This is an optimization exercise on Yosys and OpenROAD, whose aim is small area and a short achievable clock period, not a production implementation.
Function was checked by simulation only, so behaviour that the tests miss may differ from the original.
The clock port is modelled as an ideal driver, which makes a skipped or thinned clock tree look cheaper than it is; a real chip needs a root buffer or a tree.

## flow/design.v (module list and top-level ports; edited modules follow where they fit)
// module top: 995 lines
module top (
    input clk,
    input rst_n,
    input vld_in,
    input [31:0] x,
    output reg vld_out,
    output reg [16:0] y
);
  // ...
==> flow/flow/run.sh <==
#!/bin/bash
# Standard ORFS layout with these changes:
#  - the port buffers are buf_2 cells instead of the flow's default choice
#    (a slow clkdlybuf4s50_1 delay cell);
#  - clock tree synthesis uses clkbuf_8/clkbuf_16, larger sink clusters and no
#    dummy balancing loads;
set -euo pipefail
here=$(pwd)
export BUFFER_PORTS_ARGS="-buffer_cell sky130_fd_sc_hd__buf_2"
export CTS_ARGS="-sink_clustering_enable -repair_clock_nets -sink_clustering_size 20 -sink_clustering_max_diameter 60 -buf_list sky130_fd_sc_hd__clkbuf_8 -root_buf sky130_fd_sc_hd__clkbuf_16 -dont_use_dummy_load"
export SETUP_SLACK_MARGIN=${SETUP_SLACK_MARGIN:-7.2}
bash standard.sh cts > standard_cts.log 2>&1
res=$(ls -d "$here"/orfs/results/*/top/base)
cp "$res/4_cts.odb" "$res/4_cts_with_root.odb"
RES="$res" openroad -no_init -exit "$here/flow/drop_root.tcl" > drop_root.log 2>&1
bash standard.sh > standard_flow.log 2>&1
==> flow/flow/drop_root.tcl <==
read_db $::env(RES)/4_cts.odb
set block [ord::get_db_block]
set db [ord::get_db]
set clk [$block findNet clk]

proc out_net {inst} {
  foreach it [$inst getITerms] {
    if {[$it isOutputSignal]} { return [$it getNet] }
  }
  return ""
}
proc sinks_of {net} {
  set s {}
  foreach it [$net getITerms] {
    if {![$it isOutputSignal]} { lappend s $it }
  }
  return $s
}

set loads [sinks_of $clk]
if {[llength $loads] != 1} { puts "root: clock port drives [llength $loads] pins; unchanged"; exit 0 }
set root [[lindex $loads 0] getInst]
set out [out_net $root]
set sinks [sinks_of $out]
if {[llength $sinks] > 4} { puts "root drives [llength $sinks] pins; unchanged"; exit 0 }
puts "removing [$root getName] ([[$root getMaster] getName]) driving [llength $sinks] pins"
foreach it $sinks {
  $it disconnect
  $it connect $clk
}
foreach it [$root getITerms] { $it disconnect }
odb::dbInst_destroy $root
odb::dbNet_destroy $out

set n 0
while {[llength [sinks_of $clk]] < 4} {
  # the buffer on the port with the most loads
  set best ""
  set bestn 0
  foreach it [sinks_of $clk] {
    set inst [$it getInst]
    set k [llength [sinks_of [out_net $inst]]]
    if {$k > $bestn} { set best $inst; set bestn $k }
  }
  if {$bestn < 4} { break }
  set onet [out_net $best]
  set pts {}
  set xs {}
  set ys {}
  foreach it [sinks_of $onet] {
    set loc [[$it getInst] getLocation]
    lappend pts [list $it [lindex $loc 0] [lindex $loc 1]]
    lappend xs [lindex $loc 0]
    lappend ys [lindex $loc 1]
  }
  set xs [lsort -integer $xs]
  set ys [lsort -integer $ys]
  set axis [expr {([lindex $xs end] - [lindex $xs 0]) >= ([lindex $ys end] - [lindex $ys 0]) ? 1 : 2}]
  set pts [lsort -integer -index $axis $pts]
  set half [expr {[llength $pts] / 2}]
  set moved [lrange $pts $half end]
  set cx 0
  set cy 0
  foreach p $moved { incr cx [lindex $p 1]; incr cy [lindex $p 2] }
  set cx [expr {$cx / [llength $moved]}]
  set cy [expr {$cy / [llength $moved]}]
  incr n
  set name "[$best getName]_split$n"
  set clone [odb::dbInst_create $block [$best getMaster] $name]
  $clone setLocation $cx $cy
  $clone setPlacementStatus PLACED
  set nnet [odb::dbNet_create $block "${name}_net"]
  $nnet setSigType CLOCK
  foreach it [$clone getITerms] {
    set mt [$it getMTerm]
    if {[$mt getSigType] eq "POWER" || [$mt getSigType] eq "GROUND"} { continue }
    if {[$it isOutputSignal]} { $it connect $nnet } else { $it connect $clk }
  }
  foreach p $moved {
    set it [lindex $p 0]
    $it disconnect
    $it connect $nnet
  }
  puts "split [$best getName]: [llength $moved] of $bestn loads to $name"
}
# put the new buffers on legal sites
detailed_placement
check_placement
write_db $::env(RES)/4_cts.odb
==> flow/standard.sh <==
#!/bin/bash
# synth_recipe.tcl (not shown) runs the flow's synth.tcl, then flattens the netlist and writes it again
# the make line also repeats each setting of config.mk as NAME=value (left out here)
make -C /OpenROAD-flow-scripts/flow DESIGN_CONFIG=/design/flow/config.mk WORK_HOME=/design/flow/orfs CLKGATE_MAP_FILE= SYNTH_SCRIPT=/design/flow/synth_recipe.tcl "${@:-finish}"
==> flow/config.mk <==
export PLATFORM = sky130hd
export DESIGN_NAME = top
export DESIGN_NICKNAME = top
export VERILOG_FILES = /design/flow/design.v
export SDC_FILE = /design/flow/constraint.sdc
export NUM_CORES = 4
export LEC_CHECK = 0
export CAP_MARGIN = 20
export CORE_MARGIN = 2
export CORE_UTILIZATION = 75
export SLEW_MARGIN = 20
==> flow/constraint.sdc <==
create_clock -name core_clock -period 10.0 [get_ports {clk}]
set_input_delay 2.0000 -clock core_clock [delete_from_list [all_inputs] [get_ports {clk}]]
set_output_delay 2.0000 -clock core_clock [all_outputs]
set_load 0.01 [all_outputs]
==> key figures, run 1 <==
STA
  • Maximum clock frequency: 352 MHz
  • Remaining max-slew budget at the tightest pin: 46.1%
  • Actual transition at the worst max-transition pin: 0.809 ns
  • Hold violation count in the final report: 0

Finish
  • Post-layout nets: 1447
  • Register share of the cell area: 60.0%
  • Leading cell types in the layout, fill and taps excluded: sky130_fd_sc_hd__dfxtp_1, sky130_fd_sc_hd__xor2_1, sky130_fd_sc_hd__ha_1
  • Biggest cell category by area in the final layout: sequential cells
  • ClkCell Share: 2.43%
  • Diodes inserted: 0

Yosys
  • Combinational family with the most area after synthesis: adder cells
  • Fraction of post-synthesis cell area in the top cell type by area: 58.7%
  • Distinct cell type count after synthesis: 61
  • Part of the Yosys area used for sequential elements: 63.9%
  • Synth Cell Area: 15700 sq um
  • Share of cell area taken by muxes after synthesis: 0%
  • Cell types occupying the most area after synthesis: sky130_fd_sc_hd__dfxtp_1, sky130_fd_sc_hd__ha_1, sky130_fd_sc_hd__xor2_1

GRT
  • GR Util All Layers: 20.9%
  • Global-route met1 utilization: 21.8%
  • Routing usage on met3: 2.70%

Status
  • Outcome: complete, no violations

Placed design
  • DP Worst Slack: 7.03 ns

Drt
  • Total number of vias: 7991
  • Final wirelength: 22600 microns
  • Routed metal-1 wirelength: 8730 microns

Die
  • Area of the die: 22100 sq um
  • Die outline height: 149 microns

CTS
  • Clk Latency, worst-skew pair: 0.33 ns
  • Clock sink count: 493

Critical path
  • Logic depth of the worst setup path including buffers: 1
  • CP max FO: 1
  • Arrival time at the worst endpoint: 0.84 ns
  • Reg2Reg Launch Point: q8[0]$_DFF_P_

Worst hold path
  • Class of the worst hold path: flop to flop
==> run 2, diff against run 1 <==
--- a/flow/flow/run.sh
+++ b/flow/flow/run.sh
@@ -4,3 +4,4 @@
 #    (a slow clkdlybuf4s50_1 delay cell);
-#  - clock tree synthesis uses clkbuf_8/clkbuf_16, larger sink clusters and no
+#  - clock tree synthesis uses clkbuf_8 buffers (clkbuf_16 at the root), sink
+#    clusters of up to 20 flip-flops and no
 #    dummy balancing loads;
@@ -10,3 +11,3 @@
 export CTS_ARGS="-sink_clustering_enable -repair_clock_nets -sink_clustering_size 20 -sink_clustering_max_diameter 60 -buf_list sky130_fd_sc_hd__clkbuf_8 -root_buf sky130_fd_sc_hd__clkbuf_16 -dont_use_dummy_load"
-export SETUP_SLACK_MARGIN=${SETUP_SLACK_MARGIN:-7.2}
+export SETUP_SLACK_MARGIN=${SETUP_SLACK_MARGIN:-7.0}
 bash standard.sh cts > standard_cts.log 2>&1
--- a/flow/config.mk
+++ b/flow/config.mk
@@ -9,3 +9,3 @@
 export CORE_MARGIN = 2
-export CORE_UTILIZATION = 75
+export CORE_UTILIZATION = 85
 export SLEW_MARGIN = 20
==> run 2 against run 1 <==
Net effect:
- sequential share of layout area is 0.33 points higher
- global-route usage up 11 points
==> key figures, run 2 <==
Placed design
  • Placed inst area: 16200 sq um
  • Hpwl dp: 20100 microns
  • IO Port Bufs: 51
  • Weighted congestion at the end of routability-driven global placement: 0.826

Finish
  • Number of inserted filler cells in the final layout: 609
  • Post-route design area: 16700 sq um
  • Combined flip-flop and latch cell area: 10000 sq um
  • Fraction of the core area covered by cells at the end of the flow: 92.4%
  • Layout overhead on the synthesized area: 6.11%
  • Diodes inserted: 0 (unchanged)
  • Flip-flop count of the largest register, all copies and words added: 26
  • Reg with most FFs: x1
  • Multi-input gate area: 5300 sq um
  • Proportion of layout cells with a drive suffix above 1: 8.56%
  • Regs by FF count: x1 (26), x2 (22), x3 (20)
  • Leading cell types in the layout, fill and taps excluded: sky130_fd_sc_hd__dfxtp_1, sky130_fd_sc_hd__xor2_1, sky130_fd_sc_hd__ha_1
  • Commonest non-fill, non-tap cell in the layout: sky130_fd_sc_hd__dfxtp_1
  • Post-layout nets: 1444 (-0.21%)

GRT
  • Top Usage Layer GRT: met2
  • Global-route met1 utilization: 30.6% (+8.8 points)
  • Maximum number of pins on one net before global-route repair: 34
  • Number of antenna violations at the first check in global routing: 0
  • Global-route wire length before repair: 49000 microns
  • Vias in the first global route: 9840
  • Remaining global-route overflow: 0
  • GR Util All Layers: 32.0% (+11 points)
  • Routing usage on met3: 4.14% (+1.4 points)
  • Met2 usage: 64.0%

Die
  • Starting utilization of the core area: 87.1%
  • Area of the die: 19600 sq um (-11%)
  • Die width: 140 microns
  • Area inside the core boundary: 18000 sq um
  • Number of placement rows: 49
  • Die outline height: 140 microns (-5.9%)
  • I/O pin total: 53

Yosys
  • Fraction of post-synthesis cell area in the top cell type by area: 58.7% (unchanged)
  • Synth Area per Inst: 13.1 sq um
  • Post-synthesis sequential element count: 493
  • Part of the Yosys area used for sequential elements: 63.9% (unchanged)
  • Most instantiated flip-flop cell in the synthesis netlist: sky130_fd_sc_hd__dfxtp_1
  • Count of warnings emitted by yosys: 1
  • Synthesized Nets: 1377
  • Distinct cell type count after synthesis: 61 (unchanged)
  • Cell types occupying the most area after synthesis: sky130_fd_sc_hd__dfxtp_1, sky130_fd_sc_hd__ha_1, sky130_fd_sc_hd__xor2_1
  • Most common cell in the netlist: sky130_fd_sc_hd__dfxtp_1
  • Post-synthesis instance total: 1197
  • Most frequent cells after synthesis: sky130_fd_sc_hd__dfxtp_1, sky130_fd_sc_hd__xor2_1, sky130_fd_sc_hd__ha_1, sky130_fd_sc_hd__inv_1, sky130_fd_sc_hd__xnor2_1
  • Synth Cell Area: 15700 sq um (unchanged)
  • Count of flip-flops with a built-in enable after synthesis: 0
  • Cell accounting for the most synthesized area: sky130_fd_sc_hd__dfxtp_1
  • Fraction of registers with async set or reset after synthesis: 6.69%

Critical path
  • CP max FO: 1 (unchanged)
  • Crit path max-delay family: flip-flops
  • Arrival time at the worst endpoint: 0.85 ns (about the same)
  • R2r endpoint: r6[8]$_DFF_P_
  • Cell Chain, Critical Path: buf_2
  • Delay of the slowest cell on the worst path: 0.38 ns
  • CP Class: flop to primary output
  • Worst path bufs/invs: 1
  • Type of element capturing the critical path: primary output
  • Reg2Reg Launch Point: q5[0]$_DFF_P_
  • Setup slack of the most critical reg-to-reg path: 7.17 ns
  • Worst reg-to-reg path cell count: 8
  • Crit-path slowest cell: sky130_fd_sc_hd__dfrtp_1
  • Worst Path Required: 8.00 ns
  • Kind of launch point of the worst setup path: flop

CTS
  • Hold bufs inserted after CTS: 0
  • Clock sink count: 493 (unchanged)
  • Register clock-pin slew on the reported worst setup and hold paths: 0.11 ns
  • Post-CTS setup buffer count: 0
  • PostCTS Resize Cnt: 3
  • Clk Latency, worst-skew pair: 0.34 ns (about the same)

STA
  • Maximum clock frequency: 350 MHz (-0.34%)
  • Setup repair after global routing missed its margin: false
  • Clock Skews: 0.0371 ns
  • Hold violation count in the final report: 0 (unchanged)
  • Fraction of the cycle the final worst path needs: 28.5%
  • Number of pins exceeding their max-slew limit in the final report: 0
  • Remaining max-slew budget at the tightest pin: 45.1% (-0.98 points)
  • Min Clock Period, post-route: 2.85 ns
  • Sum Neg Setup Slack: 0 ns
  • Final setup fails: 0
  • Actual transition at the worst max-transition pin: 0.823 ns (+0.0146 ns)

Drt
  • Drt pass-1 iters: 4
  • Final wirelength: 31200 microns (+38%)
  • # DRC: 0
  • Post-DR vias/cell: 5.84
  • Starting DRT DRC Count: 371
  • Total number of vias: 8701 (+8.9%)
  • Number of nets with antenna violations after detailed routing: 0
  • Mean routed wirelength per cell: 20.9 microns

Worst hold path
  • Class of the worst hold path: flop to flop
  • Endpoint, Worst Hold: x2[2]$_DFF_P_
  • Hold Crit Start: x1[2]$_DFF_P_
  • Number of cells traversed by the worst hold path: 0

Job
  • Count of max-cap constraint violations: 0

Status
  • Outcome: complete, no violations
run 2: how the worst max path moves through the flow:
stage                    startpoint               to  slack (ns)  cells past startpoint
floorplan            q11[0]$_DFF_P_  r12[15]$_DFF_P_        7.15                     10
global placement              x[26]    r1[3]$_DFF_P_        7.04                      7
detailed placement            x[26]    r1[3]$_DFF_P_        6.90                      7
CTS                 y[15]$_DFF_PN0_            y[15]        6.93                      1
global route          q6[0]$_DFF_P_    r7[9]$_DFF_P_        7.01                      8
finish              y[15]$_DFF_PN0_            y[15]        7.15                      1
run 2: layout make-up:
cell class,count,share of cell area (%)
clock buffer,28,2.45
sequential,493,60.3
multi-input combinational,605,31.8
buffer,2,0.300
timing repair buffer,52,1.58
inverter,82,1.85
tap,229,1.72
run 2: kinds of logic after synthesis:
family	synth area share [%]
flops	63.9
xor+xnor	11.1
fa+ha+maj	12.4
simple gates	4.41
compound gates	5.72
buf+inv	2.41
other cells	0.0239
run 2: metal layers:
metal	up-vias	share of wire, %
li1	4021	-
met3	141	3.4
met5	-	0
met4	0	6.6
met2	282	55
met1	4257	35
run 2: through the flow:
step                      worst slack, ns  instances  hold WS [ns]
after floorplan                      7.15       1197         0.310
after global placement               7.04       1461         0.310
after detailed placement             6.90       1461         0.312
after CTS                            6.93       1490         0.316
after global routing                 7.01       1491         0.325
final                                7.15       1491         0.313
==> run 3, diff against run 2 <==
--- a/flow/config.mk
+++ b/flow/config.mk
@@ -9,3 +9,3 @@
 export CORE_MARGIN = 2
-export CORE_UTILIZATION = 85
+export CORE_UTILIZATION = 75
 export SLEW_MARGIN = 20
==> run 3 against run 2 <==
Net effect:
- still clean
- critical path depth unchanged
- synthesized cell count did not move
- final area grew 0.38%
- critical path type unchanged
- highest routed layer unchanged
==> key figures, run 3 <==
Critical path
  • Type of element capturing the critical path: primary output
  • CP Class: flop to primary output
  • Worst Path Required: 8.00 ns (about the same)
  • Delay of the slowest cell on the worst path: 0.38 ns (about the same)
  • Arrival time at the worst endpoint: 0.84 ns (about the same)
  • Worst path bufs/invs: 1 (unchanged)
  • Kind of launch point of the worst setup path: flop
  • Worst reg-to-reg path cell count: 10 (+2)
  • Crit path max-delay family: flip-flops
  • Logic depth of the worst setup path including buffers: 1 (unchanged)
  • Reg2Reg Launch Point: q4[0]$_DFF_P_
  • Crit-path slowest cell: sky130_fd_sc_hd__dfrtp_1
  • First element of the critical path: y[3]$_DFF_PN0_
  • CP max FO: 1 (unchanged)
  • Capturing element of the worst setup path: y[3]
  • Setup slack of the most critical reg-to-reg path: 7.19 ns (+0.02 ns)
  • R2r endpoint: r5[8]$_DFF_P_
  • Cell Chain, Critical Path: buf_2

Placed design
  • Placed inst area: 16200 sq um (+0.27%)
  • Weighted congestion at the end of routability-driven global placement: 0.880 (+6.5%)
  • Placed cell count: 1501 (+2.7%)
  • IO Port Bufs: 51 (unchanged)
  • Hpwl dp: 16200 microns (-19%)
  • DP Worst Slack: 6.99 ns (+0.0847 ns)

STA
  • Maximum clock frequency: 352 MHz (+0.45%)
  • Setup repair after global routing missed its margin: false
  • Final critical-path setup slack: 7.16 ns (+0.0127 ns)
  • Remaining max-slew budget at the tightest pin: 42.1% (-3.0 points)
  • Final setup fails: 0 (unchanged)
  • Number of pins exceeding their max-slew limit in the final report: 0 (unchanged)
  • Clock Skews: 0.0452 ns (+0.00806 ns)
  • Min Clock Period, post-route: 2.84 ns (-0.0127 ns)
  • Sum Neg Setup Slack: 0 ns (unchanged)
  • Actual transition at the worst max-transition pin: 0.868 ns (+0.0442 ns)
  • Fraction of the cycle the final worst path needs: 28.4% (-0.13 points)
  • Hold violation count in the final report: 0 (unchanged)

Status
  • Outcome: complete, no violations

Finish
  • Regs by FF count: x1 (26), x2 (22), x3 (20)
  • Multi-input gate area: 5300 sq um (unchanged)
  • Post-layout nets: 1445 (+0.069%)
  • Diodes inserted: 0 (unchanged)
  • Leading cell types in the layout, fill and taps excluded: sky130_fd_sc_hd__dfxtp_1, sky130_fd_sc_hd__xor2_1, sky130_fd_sc_hd__ha_1
  • Layout overhead on the synthesized area: 6.51%
  • Post-route design area: 16700 sq um (+0.38%)
  • Reg with most FFs: x1
  • Proportion of layout cells with a drive suffix above 1: 8.39% (-0.17 points)
  • Combined flip-flop and latch cell area: 10000 sq um (about the same)
  • Flip-flop count of the largest register, all copies and words added: 26 (unchanged)
  • Post-route insts no fill: 1533 (+2.8%)
  • Number of inserted filler cells in the final layout: 1180 (+94%)
  • Commonest non-fill, non-tap cell in the layout: sky130_fd_sc_hd__dfxtp_1

Yosys
  • Most common cell in the netlist: sky130_fd_sc_hd__dfxtp_1
  • Fraction of post-synthesis cell area in the top cell type by area: 58.7% (unchanged)
  • Post-synthesis sequential element count: 493 (unchanged)
  • Most frequent cells after synthesis: sky130_fd_sc_hd__dfxtp_1, sky130_fd_sc_hd__xor2_1, sky130_fd_sc_hd__ha_1, sky130_fd_sc_hd__inv_1, sky130_fd_sc_hd__xnor2_1
  • Most instantiated flip-flop cell in the synthesis netlist: sky130_fd_sc_hd__dfxtp_1
  • Part of the Yosys area used for sequential elements: 63.9% (unchanged)
  • Cell accounting for the most synthesized area: sky130_fd_sc_hd__dfxtp_1
  • Cell types occupying the most area after synthesis: sky130_fd_sc_hd__dfxtp_1, sky130_fd_sc_hd__ha_1, sky130_fd_sc_hd__xor2_1
  • Synthesized Nets: 1377 (unchanged)
  • Synth Area per Inst: 13.1 sq um (unchanged)
  • Post-synthesis instance total: 1197 (unchanged)
  • Count of flip-flops with a built-in enable after synthesis: 0 (unchanged)
  • Fraction of registers with async set or reset after synthesis: 6.69% (unchanged)
  • Count of warnings emitted by yosys: 1 (unchanged)
  • Synth Cell Area: 15700 sq um (unchanged)
  • Distinct cell type count after synthesis: 61 (unchanged)

Die
  • Number of placement rows: 52 (+6.1%)
  • I/O pin total: 53 (unchanged)
  • Die width: 149 microns (+6.3%)
  • Area of the die: 22100 sq um (+13%)
  • Die outline height: 149 microns (+6.3%)
  • Area inside the core boundary: 20400 sq um (+13%)
  • Starting utilization of the core area: 77.1% (-10 points)

Drt
  • Total number of vias: 7931 (-8.8%)
  • Post-DR vias/cell: 5.17 (-11%)
  • # DRC: 0 (unchanged)
  • Mean routed wirelength per cell: 14.2 microns (-32%)
  • Starting DRT DRC Count: 246 (-34%)
  • Drt pass-1 iters: 5 (+1)
  • Final wirelength: 21700 microns (-30%)
  • Number of nets with antenna violations after detailed routing: 0 (unchanged)

GRT
  • Remaining global-route overflow: 0 (unchanged)
  • Global-route wire length before repair: 36600 microns (-25%)
  • Maximum number of pins on one net before global-route repair: 34 (unchanged)
  • Number of antenna violations at the first check in global routing: 0 (unchanged)
  • Top Usage Layer GRT: met2
  • Met2 usage: 41.3% (-23 points)
  • GR Util All Layers: 20.4% (-12 points)
  • Vias in the first global route: 8501 (-14%)
  • Global-route met1 utilization: 20.8% (-9.8 points)
  • Routing usage on met3: 2.70% (-1.4 points)

CTS
  • Clock sink count: 493 (unchanged)
  • Post-CTS setup buffer count: 0 (unchanged)
  • Register clock-pin slew on the reported worst setup and hold paths: 0.11 ns (about the same)
  • Clk Latency, worst-skew pair: 0.33 ns (about the same)
  • Hold bufs inserted after CTS: 0 (unchanged)

Job
  • Count of max-cap constraint violations: 0 (unchanged)

Worst hold path
  • Hold Crit Start: x3[14]$_DFF_P_
  • Number of cells traversed by the worst hold path: 0 (unchanged)
  • Class of the worst hold path: flop to flop
## run 3: cell counts after synthesis
No cell type changed its count.
## run 3: how the worst min path moves through the flow
stage | endpoint | slack, ns
floorplan | q14[0]$_DFF_P_ | 0.31
global placement | x4[10]$_DFF_P_ | 0.31
detailed placement | x5[4]$_DFF_P_ | 0.31
CTS | x4[14]$_DFF_P_ | 0.29
global route | x2[12]$_DFF_P_ | 0.28
finish | x4[14]$_DFF_P_ | 0.28
## run 3: cell type report
class	count	share of cell area, %
multi-input cells	605	31.7
well taps	270	2.02
flip-flops and latches	493	60.0
clock buffers	30	2.60
repair buffers	51	1.53
plain buffers	2	0.299
inverters	82	1.84
## run 3: what timing repair did
item                                    in CTS  in global routing
gates resized for setup                      0                  4
cloned                                       0                  0
endpoints found under the setup margin      17                  6
## run 3: logic make-up (layout without fill, tap and decap cells)
| family | after synthesis | count (layout) | synth area share (%) |
|---|---|---|---|
| other | 1 | 1 | 0.0239 |
| flip-flops | 493 | 493 | 63.9 |
| AND/OR/NAND/NOR | 131 | 131 | 4.41 |
| buffers and inverters | 99 | 165 | 2.41 |
| XOR/XNOR | 199 | 199 | 11.1 |
| adder cells (fa/ha/maj) | 145 | 145 | 12.4 |
| AO/OA/AOI/OAI | 129 | 129 | 5.72 |
## run 3: per-stage QoR
stage	utilization [%]	hold WS [ns]
finish	82.1	0.279
global route	82.1	0.282
CTS	81.9	0.289
detailed placement	79.7	0.312
global placement	79.7	0.310
floorplan	-	0.310
## run 3: metal layers
metal	wire length [microns]	up-vias	part of all wire, %
li1	-	4026	-
met1	8380	3712	39
met2	11900	129	55
met3	590	64	2.7
met4	833	0	3.8
met5	0	-	0
==> run 4, diff against run 3 <==
--- a/flow/flow/run.sh
+++ b/flow/flow/run.sh
@@ -10,3 +10,3 @@
 export BUFFER_PORTS_ARGS="-buffer_cell sky130_fd_sc_hd__buf_2"
-export CTS_ARGS="-sink_clustering_enable -repair_clock_nets -sink_clustering_size 20 -sink_clustering_max_diameter 60 -buf_list sky130_fd_sc_hd__clkbuf_8 -root_buf sky130_fd_sc_hd__clkbuf_16 -dont_use_dummy_load"
+export CTS_ARGS="-sink_clustering_enable -repair_clock_nets -sink_clustering_size 16 -sink_clustering_max_diameter 50 -buf_list sky130_fd_sc_hd__clkbuf_8 -root_buf sky130_fd_sc_hd__clkbuf_16 -dont_use_dummy_load"
 export SETUP_SLACK_MARGIN=${SETUP_SLACK_MARGIN:-7.0}
==> run 4 against run 3 <==
Net effect:
- still clean
- non-clock buffer count fell by 2
- synthesized area unchanged
- global-route usage up 0.99 points
- sequential share of layout area fell by 0.25 points
- critical path depth unchanged
- critical path type unchanged
- largest cell class unchanged
- highest routed layer unchanged
==> key figures, run 4 <==
GRT
  • Global-route met1 utilization: 21.5% (+0.67 points)
  • Met2 usage: 43.4% (+2.0 points)
  • Maximum number of pins on one net before global-route repair: 34 (unchanged)
  • Global-route wire length before repair: 38000 microns (+3.8%)
  • Vias in the first global route: 8654 (+1.8%)
  • GR Util All Layers: 21.4% (+0.99 points)
  • Remaining global-route overflow: 0 (unchanged)
  • Top Usage Layer GRT: met2
  • Number of antenna violations at the first check in global routing: 0 (unchanged)
  • Routing usage on met3: 3.13% (+0.43 points)

Yosys
  • Distinct cell type count after synthesis: 61 (unchanged)
  • Most frequent cells after synthesis: sky130_fd_sc_hd__dfxtp_1, sky130_fd_sc_hd__xor2_1, sky130_fd_sc_hd__ha_1, sky130_fd_sc_hd__inv_1, sky130_fd_sc_hd__xnor2_1
  • Cell accounting for the most synthesized area: sky130_fd_sc_hd__dfxtp_1
  • Most instantiated flip-flop cell in the synthesis netlist: sky130_fd_sc_hd__dfxtp_1
  • Synth Area per Inst: 13.1 sq um (unchanged)
  • Fraction of registers with async set or reset after synthesis: 6.69% (unchanged)
  • Count of flip-flops with a built-in enable after synthesis: 0 (unchanged)
  • Count of warnings emitted by yosys: 1 (unchanged)
  • Synthesized Nets: 1377 (unchanged)
  • Post-synthesis instance total: 1197 (unchanged)
  • Fraction of post-synthesis cell area in the top cell type by area: 58.7% (unchanged)
  • Part of the Yosys area used for sequential elements: 63.9% (unchanged)
  • Post-synthesis sequential element count: 493 (unchanged)
  • Synth Cell Area: 15700 sq um (unchanged)
  • Most common cell in the netlist: sky130_fd_sc_hd__dfxtp_1
  • Cell types occupying the most area after synthesis: sky130_fd_sc_hd__dfxtp_1, sky130_fd_sc_hd__ha_1, sky130_fd_sc_hd__xor2_1

Die
  • Die width: 149 microns (unchanged)
  • Area of the die: 22100 sq um (unchanged)
  • Starting utilization of the core area: 77.1% (unchanged)
  • I/O pin total: 53 (unchanged)
  • Area inside the core boundary: 20400 sq um (unchanged)
  • Die outline height: 149 microns (unchanged)
  • Number of placement rows: 52 (unchanged)

STA
  • Number of pins exceeding their max-slew limit in the final report: 0 (unchanged)
  • Sum Neg Setup Slack: 0 ns (unchanged)
  • Hold violation count in the final report: 0 (unchanged)
  • Setup repair after global routing missed its margin: false
  • Maximum clock frequency: 355 MHz (+0.78%)
  • Remaining max-slew budget at the tightest pin: 40.7% (-1.4 points)
  • Actual transition at the worst max-transition pin: 0.888 ns (+0.0204 ns)
  • Final setup fails: 0 (unchanged)
  • Min Clock Period, post-route: 2.82 ns (-0.0220 ns)
  • Clock Skews: 0.0514 ns (+0.00620 ns)
  • Fraction of the cycle the final worst path needs: 28.2% (-0.22 points)

Status
  • Outcome: complete, no violations

Placed design
  • Placed cell count: 1501 (unchanged)
  • Weighted congestion at the end of routability-driven global placement: 0.880 (unchanged)
  • Hpwl dp: 16200 microns (unchanged)
  • IO Port Bufs: 51 (unchanged)

Critical path
  • Delay of the slowest cell on the worst path: 0.36 ns (-0.02 ns)
  • Type of element capturing the critical path: primary output
  • CP Class: flop to primary output
  • Cell Chain, Critical Path: buf_2
  • CP max FO: 1 (unchanged)
  • Crit-path slowest cell: sky130_fd_sc_hd__dfrtp_1
  • Worst path bufs/invs: 1 (unchanged)
  • Arrival time at the worst endpoint: 0.82 ns (-0.02 ns)
  • Worst Path Required: 8.00 ns (about the same)
  • Crit path max-delay family: flip-flops
  • Kind of launch point of the worst setup path: flop

Finish
  • Commonest non-fill, non-tap cell in the layout: sky130_fd_sc_hd__dfxtp_1
  • Proportion of layout cells with a drive suffix above 1: 8.67% (+0.28 points)
  • Reg with most FFs: x1
  • Post-route insts no fill: 1539 (+0.39%)
  • Flip-flop count of the largest register, all copies and words added: 26 (unchanged)
  • Leading cell types in the layout, fill and taps excluded: sky130_fd_sc_hd__dfxtp_1, sky130_fd_sc_hd__xor2_1, sky130_fd_sc_hd__ha_1
  • Regs by FF count: x1 (26), x2 (22), x3 (20)
  • Number of inserted filler cells in the final layout: 1162 (-1.5%)
  • Layout overhead on the synthesized area: 6.97%
  • Diodes inserted: 0 (unchanged)
  • Post-layout nets: 1451 (+0.42%)

CTS
  • Register clock-pin slew on the reported worst setup and hold paths: 0.09 ns (-0.02 ns)
  • Clock sink count: 493 (unchanged)
  • Post-CTS setup buffer count: 0 (unchanged)
  • Clk Latency, worst-skew pair: 0.33 ns (about the same)

Worst hold path
  • Class of the worst hold path: flop to flop

Job
  • Count of max-cap constraint violations: 0 (unchanged)

Drt
  • Number of nets with antenna violations after detailed routing: 0 (unchanged)
  • Final wirelength: 22400 microns (+3.2%)
  • Mean routed wirelength per cell: 14.5 microns (+2.8%)
  • # DRC: 0 (unchanged)
  • Starting DRT DRC Count: 315 (+28%)
  • Total number of vias: 8029 (+1.2%)
  • Drt pass-1 iters: 4 (-1)
  • Post-DR vias/cell: 5.22 (+0.84%)
-- run 4: cell counts after synthesis --
Identical to the previous run, type by type.
-- run 4: kinds of logic (layout without fill, tap and decap cells) --
logic type               Yosys count  count (layout)  share of synthesized area, %
flip-flops                       493             493                          63.9
XOR/XNOR                         199             199                          11.1
adder cells (fa/ha/maj)          145             145                          12.4
AND/OR/NAND/NOR                  131             131                          4.41
AO/OA/AOI/OAI                    129             129                          5.72
buffers and inverters             99             171                          2.41
other                              1               1                        0.0239
-- run 4: area by class of cell --
type | count | area, sq um | area share (%)
well taps | 270 | 338 | 2.01
inverters | 82 | 308 | 1.83
multi-input cells | 605 | 5290 | 31.5
clock buffers | 38 | 568 | 3.38
repair buffers | 51 | 255 | 1.52
flip-flops and latches | 493 | 10000 | 59.8
-- run 4: per-stage QoR --
step / util (%) / worst slack [ns] / cell area (sq um) / hold WS, ns
4_1_cts: 82.6 / 6.98 / 16800 / 0.268
6_report: 82.5 / 7.18 / 16800 / 0.262
3_5_place_dp: 79.7 / 6.99 / 16200 / 0.312
2_1_floorplan: - / 7.15 / 15700 / 0.310
5_1_grt: 82.5 / 7.00 / 16800 / 0.263
3_3_place_gp: 79.7 / 7.03 / 16200 / 0.310
-- run 4: timing repair --
item                       CTS  global route
resized for setup            1             1
setup endpoints to repair   14             1
hold buffers                 0             0
hold endpoints to repair     0             0
-- run 4: final timing paths --
path / start / slack, ns / cells past startpoint / to
min: x3[17]$_DFF_P_ / 0.26 / 0 / x4[17]$_DFF_P_
min reg2reg: x3[17]$_DFF_P_ / 0.26 / 0 / x4[17]$_DFF_P_
max: y[9]$_DFF_PN0_ / 7.18 / 1 / y[9]
max in group asynchronous: rst_n / 7.77 / 1 / v5$_DFF_PN0_
min in group asynchronous: rst_n / 1.73 / 1 / y[13]$_DFF_PN0_
max reg2reg: q4[0]$_DFF_P_ / 7.18 / 10 / r5[8]$_DFF_P_
-- run 4: layer usage --
layer	up-vias	part of all wire (%)
met1	3803	38
met2	120	56
li1	4039	-
met3	67	2.7
met5	-	0
met4	0	3.6
==> run 5, diff against run 4 <==
==> flow/run.sh (new file) <==
#!/bin/bash
# synth_recipe.tcl (not shown) runs the flow's synth.tcl, then flattens the netlist and writes it again
# the make line also repeats each setting of config.mk as NAME=value (left out here)
make -C /OpenROAD-flow-scripts/flow DESIGN_CONFIG=/design/flow/config.mk WORK_HOME=/design/flow/orfs CLKGATE_MAP_FILE= SYNTH_SCRIPT=/design/flow/synth_recipe.tcl finish
--- a/flow/config.mk
+++ b/flow/config.mk
@@ -9,3 +9,6 @@
 export CORE_MARGIN = 2
-export CORE_UTILIZATION = 75
+export CORE_UTILIZATION = 60
+export CTS_BUF_LIST = sky130_fd_sc_hd__clkbuf_8
+export CTS_CLUSTER_DIAMETER = 50
+export CTS_CLUSTER_SIZE = 16
 export SLEW_MARGIN = 20
removed: flow/flow/run.sh
removed: flow/flow/drop_root.tcl
removed: flow/standard.sh
==> run 5 against run 4 <==
Net effect:
- worst setup slack worse by 0.58 ns
- final area up 3.5%
- final cell count up 6.3%
- non-clock buffer count up 1
- synthesized cell count unchanged
- via count down 1.6%
- hold slack better by 0.061 ns
- highest routed layer unchanged
- still clean
- clock skew down 0.035 ns
- sequential share of layout area down 2.0 points
==> key figures, run 5 <==
Finish
  • Combined flip-flop and latch cell area: 10000 sq um (about the same)
  • Regs by FF count: x1 (26), x2 (22), x3 (20)
  • Post-layout nets: 1455 (+0.28%)
  • Multi-input gate area: 5290 sq um (unchanged)
  • Leading cell types in the layout, fill and taps excluded: sky130_fd_sc_hd__dfxtp_1, sky130_fd_sc_hd__xor2_1, sky130_fd_sc_hd__ha_1
  • Post-route design area: 17400 sq um (+3.5%)
  • Flip-flop count of the largest register, all copies and words added: 26 (unchanged)
  • Commonest non-fill, non-tap cell in the layout: sky130_fd_sc_hd__dfxtp_1
  • Reg with most FFs: x1
  • Proportion of layout cells with a drive suffix above 1: 6.15% (-2.5 points)
  • Diodes inserted: 0 (unchanged)
  • Layout overhead on the synthesized area: 10.7%
  • Number of inserted filler cells in the final layout: 1978 (+70%)

Die
  • Number of placement rows: 59 (+13%)
  • Area of the die: 27500 sq um (+24%)
  • Die width: 166 microns (+11%)
  • Die outline height: 166 microns (+11%)
  • I/O pin total: 53 (unchanged)
  • Area inside the core boundary: 25800 sq um (+27%)
  • Starting utilization of the core area: 60.8% (-16 points)

Drt
  • Post-DR vias/cell: 4.83 (-7.4%)
  • Mean routed wirelength per cell: 12.6 microns (-13%)
  • Starting DRT DRC Count: 216 (-31%)
  • # DRC: 0 (unchanged)
  • Number of nets with antenna violations after detailed routing: 0 (unchanged)
  • Total number of vias: 7902 (-1.6%)
  • Final wirelength: 20600 microns (-7.8%)
  • Drt pass-1 iters: 4 (unchanged)

Critical path
  • Worst path bufs/invs: 1 (unchanged)
  • CP Class: flop to primary output
  • CP max FO: 1 (unchanged)
  • Delay of the slowest cell on the worst path: 0.53 ns (+0.17 ns)
  • Crit path max-delay family: buffers and inverters
  • Cell Chain, Critical Path: clkdlybuf4s50_1
  • Kind of launch point of the worst setup path: flop
  • Worst Path Required: 8.00 ns (about the same)
  • Type of element capturing the critical path: primary output
  • Crit-path slowest cell: sky130_fd_sc_hd__clkdlybuf4s50_1
  • Arrival time at the worst endpoint: 1.40 ns (+0.58 ns)

STA
  • Actual transition at the worst max-transition pin: 0.832 ns (-0.0563 ns)
  • Remaining max-slew budget at the tightest pin: 44.5% (+3.8 points)
  • Clock Skews: 0.0165 ns (-0.0349 ns)
  • Final critical-path setup slack: 6.60 ns (-0.585 ns)
  • Sum Neg Setup Slack: 0 ns (unchanged)
  • Maximum clock frequency: 294 MHz (-17%)
  • Setup repair after global routing missed its margin: false
  • Hold violation count in the final report: 0 (unchanged)
  • Min Clock Period, post-route: 3.40 ns (+0.585 ns)
  • Fraction of the cycle the final worst path needs: 34.0% (+5.8 points)
  • Number of pins exceeding their max-slew limit in the final report: 0 (unchanged)
  • Final setup fails: 0 (unchanged)

Yosys
  • Synth Cell Area: 15700 sq um (unchanged)
  • Count of warnings emitted by yosys: 1 (unchanged)
  • Post-synthesis sequential element count: 493 (unchanged)
  • Distinct cell type count after synthesis: 61 (unchanged)
  • Cell accounting for the most synthesized area: sky130_fd_sc_hd__dfxtp_1
  • Most frequent cells after synthesis: sky130_fd_sc_hd__dfxtp_1, sky130_fd_sc_hd__xor2_1, sky130_fd_sc_hd__ha_1, sky130_fd_sc_hd__inv_1, sky130_fd_sc_hd__xnor2_1
  • Synth Area per Inst: 13.1 sq um (unchanged)
  • Post-synthesis instance total: 1197 (unchanged)
  • Count of flip-flops with a built-in enable after synthesis: 0 (unchanged)
  • Cell types occupying the most area after synthesis: sky130_fd_sc_hd__dfxtp_1, sky130_fd_sc_hd__ha_1, sky130_fd_sc_hd__xor2_1
  • Most common cell in the netlist: sky130_fd_sc_hd__dfxtp_1
  • Fraction of registers with async set or reset after synthesis: 6.69% (unchanged)
  • Most instantiated flip-flop cell in the synthesis netlist: sky130_fd_sc_hd__dfxtp_1
  • Part of the Yosys area used for sequential elements: 63.9% (unchanged)
  • Fraction of post-synthesis cell area in the top cell type by area: 58.7% (unchanged)
  • Synthesized Nets: 1377 (unchanged)

CTS
  • Worst-case clock buffer depth: 3
  • Hold bufs inserted after CTS: 0 (unchanged)
  • Cts bufs inserted: 41
  • Clk Tree Root Cell: sky130_fd_sc_hd__clkbuf_8
  • PostCTS Resize Cnt: 0 (-1)
  • Clock sink count: 493 (unchanged)
  • Register clock-pin slew on the reported worst setup and hold paths: 0.09 ns (about the same)
  • Post-CTS setup buffer count: 0 (unchanged)
  • Clk Latency, worst-skew pair: 0.54 ns (+0.21 ns)
  • Clock tree from TritonCTS: done
  • Total number of H-tree levels: 2

GRT
  • GR Util All Layers: 15.3% (-6.1 points)
  • Remaining global-route overflow: 0 (unchanged)
  • Top Usage Layer GRT: met2
  • Global-route wire length before repair: 35100 microns (-7.9%)
  • Routing usage on met3: 2.88% (-0.25 points)
  • Number of antenna violations at the first check in global routing: 0 (unchanged)
  • Vias in the first global route: 7879 (-9.0%)
  • Maximum number of pins on one net before global-route repair: 34 (unchanged)
  • Global-route met1 utilization: 16.6% (-4.8 points)
  • Met2 usage: 28.7% (-15 points)

Job
  • Count of max-cap constraint violations: 0 (unchanged)

Placed design
  • Hpwl dp: 15500 microns (-4.8%)
  • DP Worst Slack: 6.56 ns (-0.427 ns)
  • Weighted congestion at the end of routability-driven global placement: 0.807 (-8.3%)
  • Placed inst area: 16600 sq um (+2.1%)
  • IO Port Bufs: 51 (unchanged)

Worst hold path
  • Class of the worst hold path: flop to flop

Status
  • Outcome: complete, no violations
## run 5: cell type report
cell class | count | share of cell area [%]
Multi-Input combinational cell | 605 | 30.4
Clock buffer | 46 | 3.64
Tap cell | 335 | 2.41
Clock inverter | 23 | 1.03
Inverter | 82 | 1.77
Sequential cell | 493 | 57.7
Timing Repair Buffer | 52 | 2.98
## run 5: stage by stage
step                      std cells  util, %  hold slack [ns]
after floorplan                1197        -            0.310
after global placement         1567     64.1            0.310
after detailed placement       1567     64.1            0.312
after CTS                      1636     67.3            0.324
after global routing           1636     67.3            0.331
final                          1636     67.3            0.323
## run 5: worst paths after layout
path,start,end,slack (ns),depth (start not counted)
min in group asynchronous,rst_n,y[11]$_DFF_PN0_,1.86,2
hold reg to reg,x2[11]$_DFF_P_,x3[11]$_DFF_P_,0.32,0
hold / removal,x2[11]$_DFF_P_,x3[11]$_DFF_P_,0.32,0
setup / recovery,y[13]$_DFF_PN0_,y[13],6.60,1
max in group asynchronous,rst_n,v9$_DFF_PN0_,7.81,2
setup reg to reg,q11[0]$_DFF_P_,r12[15]$_DFF_P_,7.08,8
## run 5: cell families (layout without fill, tap and decap cells)
logic type	count (synthesis)	after routing	share of synthesized area [%]
other cells	1	1	0.0239
simple gates	131	131	4.41
flops	493	493	63.9
buf+inv	99	203	2.41
fa+ha+maj	145	145	12.4
xor+xnor	199	199	11.1
compound gates	129	129	5.72
## run 5: worst register-to-register path, cell delays in order (launching register included)
cell and delay, ns:
sky130_fd_sc_hd__dfxtp_1 0.84, sky130_fd_sc_hd__xor2_1 0.30, sky130_fd_sc_hd__ha_1 0.29, sky130_fd_sc_hd__and3_1 0.22
sky130_fd_sc_hd__a221oi_1 0.43, sky130_fd_sc_hd__o32ai_2 0.25, sky130_fd_sc_hd__o2111ai_2 0.25, sky130_fd_sc_hd__nand2_1 0.09
sky130_fd_sc_hd__xor2_1 0.14
## run 5: per-layer routing
metal  share of wire [%]  vias up
li1                    -     4069
met3                 3.1       63
met2                  52      102
met1                  41     3668
met4                 4.2        0
met5                   0        -

## re-timing with driven ports
The results above use ideal ports. As a check the final layouts listed here were re-extracted and re-timed, cells and wires unchanged.
Step 1: set_driving_cell puts a clkbuf_16 on clk and a buf_2 on each other input, an assumption about the parent block.
Step 2 also shifts input and output timing later by t, the mid clock arrival at the registers, as if the neighbouring blocks saw the same clock.
Slacks: ideal / step 1 / step 2; pairs: ideal / step 1.
run	t, ns	slack for setup (ns)	hold slack, ns	worst slew at a driven data input, ns
run 1	0.400	7.155 / 7.074 / 7.052	0.313 / 0.313 / 0.313	0.03
run 2	0.409	7.146 / 7.058 / 6.899	0.313 / 0.313 / 0.313	0.06
run 3	0.396	7.158 / 7.073 / 7.015	0.279 / 0.279 / 0.279	0.03
run 4	0.396	7.180 / 7.090 / 6.988	0.262 / 0.262 / 0.262	0.03
run 5	0.572	6.596 / 6.555 / 6.575	0.323 / 0.323 / 0.323	0.04
After both steps setup and hold are still met in every run listed. The setup slack of run 2, which loses most, moves by -0.088 ns with the drivers and by -0.247 ns with both steps.
